This design comes from an exercise in tuning for small area on the open sky130 flow, not from production work. Only simulation tests tie the RTL to the original design; equivalence was not proved.

## FNDCounter
module FNDCounter(clk, rstn, clksel, ld, ld_val, seg, an);
    input clk;
    input rstn;
    input clksel;
    input ld;            
    input [31:0] ld_val;
    output [6:0] seg;    
    output [7:0] an;     
    reg [31:0] fndcnt;   
    reg [2:0]  fndsel;   
    wire fndovf1, fndovf2, refreshovf;
    Counter24 #(.W(20), .TAP(17), .JBIT(19), .TVAL(20'h71d94), .IVAL(20'h31d94)) fctr1(clk, rstn, fndovf1);
    Counter24 #(.W(19), .TAP(7),  .JBIT(3),  .TVAL(19'h28284), .IVAL(19'h28280)) fctr2(clk, rstn, fndovf2);
    Counter24 #(.W(17), .TAP(14), .JBIT(0),  .TVAL(17'h15c38), .IVAL(17'h05c38)) rctr(clk, rstn, refreshovf);
    BCDDecoder dec(.n(fndcnt), .an(an), .seg(seg));
    wire fndovf = clksel ? fndovf2 : fndovf1;
    assign an = ~(8'b1 << fndsel);
    wire [32:0] carry;
    assign carry[0] = fndovf;
    genvar i;
    generate
        for (i = 0; i < 32; i = i + 1) begin : inc
            assign carry[i+1] = carry[i] & fndcnt[i];
        end
    endgenerate
    always @(posedge clk or negedge rstn) begin
        if (!rstn)
            fndcnt <= 0;
        else
            fndcnt <= ld ? ld_val : (fndcnt ^ carry[31:0]);
    end
    always @(posedge clk or negedge rstn) begin
        if (!rstn)
            fndsel <= 0;
        else if (refreshovf)
            fndsel <= fndsel + 1;
    end
endmodule
Size in the first run: roughly 1300 cells after synthesis, about 91 flip-flops, about 51 I/O pins.
clock: 150.0 ns
lec_check: 0
abc_area: 1
cap_margin: 20
core_margin: 2
core_utilization: 65
place_density: 0.75
slew_margin: 20
standard.sh (not shown) runs the stock make flow with config.mk's settings and CLKGATE_MAP_FILE= SYNTH_SCRIPT=/design/flow/synth_recipe.tcl, a recipe that flattens the netlist after the stock synthesis.
==> flow/flow/run.sh <==
#!/bin/bash
# Layout flow: the standard flow, except that
#  - synthesis maps the logic with an area-only ABC script (flow/abc_area.script)
#    in place of ORFS's abc_area.script, which sizes cells up for speed, and
#    without mapping adders to sky130 half/full adder cells (ADDER_MAP_FILE empty),
#    so that ABC optimizes that logic with the rest;
#  - ports are buffered with sky130_fd_sc_hd__buf_1;
#  - clock tree synthesis uses clkbuf_8 and adds no dummy loads.
# Synthesis itself is ORFS's (synth_recipe.tcl), so registers keep their names and cells.
set -euo pipefail
W=$(pwd)
rm -rf "$W/scripts_custom"
cp -r "$FLOW_HOME/scripts" "$W/scripts_custom"
cp "$W/flow/abc_area.script" "$W/scripts_custom/abc_area.script"
bash standard.sh synth "SCRIPTS_DIR=$W/scripts_custom" "ADDER_MAP_FILE=" > "$W/synth.log" 2>&1
bash standard.sh finish "BUFFER_PORTS_ARGS=-buffer_cell sky130_fd_sc_hd__buf_1" "CTS_ARGS=-sink_clustering_enable -repair_clock_nets -buf_list sky130_fd_sc_hd__clkbuf_8 -dont_use_dummy_load" > "$W/finish.log" 2>&1
==> flow/flow/abc_area.script <==
strash
dc2
&get -n
&deepsyn -T 30
&put
dc2
dch -f
amap
topo
Change:
==> flow/flow/run.sh (replaced) <==
#!/bin/bash
# Layout flow: the standard flow, except that
#  - synthesis maps the logic with an area-only ABC script (flow/abc_area.script)
#    in place of ORFS's abc_area.script, which sizes cells up for speed, and
#    without mapping adders to sky130 half/full adder cells (ADDER_MAP_FILE empty),
#    so that ABC optimizes that logic with the rest;
#  - ports are buffered with sky130_fd_sc_hd__buf_1.
# Synthesis itself is ORFS's (synth_recipe.tcl), so registers keep their names and cells.
set -euo pipefail
W=$(pwd)
rm -rf "$W/scripts_custom"
cp -r "$FLOW_HOME/scripts" "$W/scripts_custom"
cp "$W/flow/abc_area.script" "$W/scripts_custom/abc_area.script"
bash standard.sh synth "SCRIPTS_DIR=$W/scripts_custom" "ADDER_MAP_FILE=" > "$W/synth.log" 2>&1
bash standard.sh finish "BUFFER_PORTS_ARGS=-buffer_cell sky130_fd_sc_hd__buf_1" > "$W/finish.log" 2>&1
CORE_UTILIZATION = 40   (was 65)
CTS_BUF_LIST = sky130_fd_sc_hd__clkbuf_8   (was unset)
PLACE_DENSITY = unset   (was 0.75)
After rerunning: Clock-buffer cell count rose by 1. Die area rose by well over a third. Cell count rose by a little under a tenth. Setup slack improved by 8.0 ps. Hold slack stays flat.
Change:
--- a/flow/flow/run.sh
+++ b/flow/flow/run.sh
@@ -5,5 +5,6 @@
 #    without mapping adders to sky130 half/full adder cells (ADDER_MAP_FILE empty),
 #    so that ABC optimizes that logic with the rest;
-#  - ports are buffered with sky130_fd_sc_hd__buf_1.
+#  - ports are buffered with sky130_fd_sc_hd__buf_1;
+#  - clock tree synthesis uses clkbuf_8 and adds no dummy loads.
 # Synthesis itself is ORFS's (synth_recipe.tcl), so registers keep their names and cells.
 set -euo pipefail
@@ -13,3 +14,3 @@
 cp "$W/flow/abc_area.script" "$W/scripts_custom/abc_area.script"
 bash standard.sh synth "SCRIPTS_DIR=$W/scripts_custom" "ADDER_MAP_FILE=" > "$W/synth.log" 2>&1
-bash standard.sh finish "BUFFER_PORTS_ARGS=-buffer_cell sky130_fd_sc_hd__buf_1" > "$W/finish.log" 2>&1
+bash standard.sh finish "BUFFER_PORTS_ARGS=-buffer_cell sky130_fd_sc_hd__buf_1" "CTS_ARGS=-sink_clustering_enable -repair_clock_nets -buf_list sky130_fd_sc_hd__clkbuf_8 -dont_use_dummy_load" > "$W/finish.log" 2>&1
Result:
- hold slack got worse by 4.7 ps
- final area went down by 1.1%
- synthesized area does not change
- final cell count shrinks by 0.44%
- non-clock buffer count is unchanged
- die area stays the same
- wire length barely changes
- critical path depth does not change
- sequential share of layout area is higher by 0.28 points

-- afterwards: timing with drivers on the ports --
In the flow no input, the clock included, has a driving cell. The finished layouts below were timed again as built, in two steps.
Step 1: set_driving_cell puts a clkbuf_16 on clk and a buf_2 on each other input, an assumption about the parent block.
Step 2 also shifts input and output timing later by t, the mid clock arrival at the registers, as if the neighbouring blocks saw the same clock.
Slacks: no drivers / after step 1 / after step 2; pairs: no drivers / after step 1.
run	shift t [ns]	setup WS [ns]	worst hold slack (ns)	worst setup path at the end	clock arrival spread, ns
the first run	0.405	105.817 / 105.781 / 106.186	0.351 / 0.351 / 0.351	register to output	0.035 / 0.035
the second run	0.426	105.825 / 105.780 / 106.207	0.349 / 0.349 / 0.349	register to output	0.019 / 0.019
the third run	0.408	105.851 / 105.806 / 106.214	0.345 / 0.345 / 0.345	register to output	0.025 / 0.024
After both steps setup and hold are still met in every run listed.
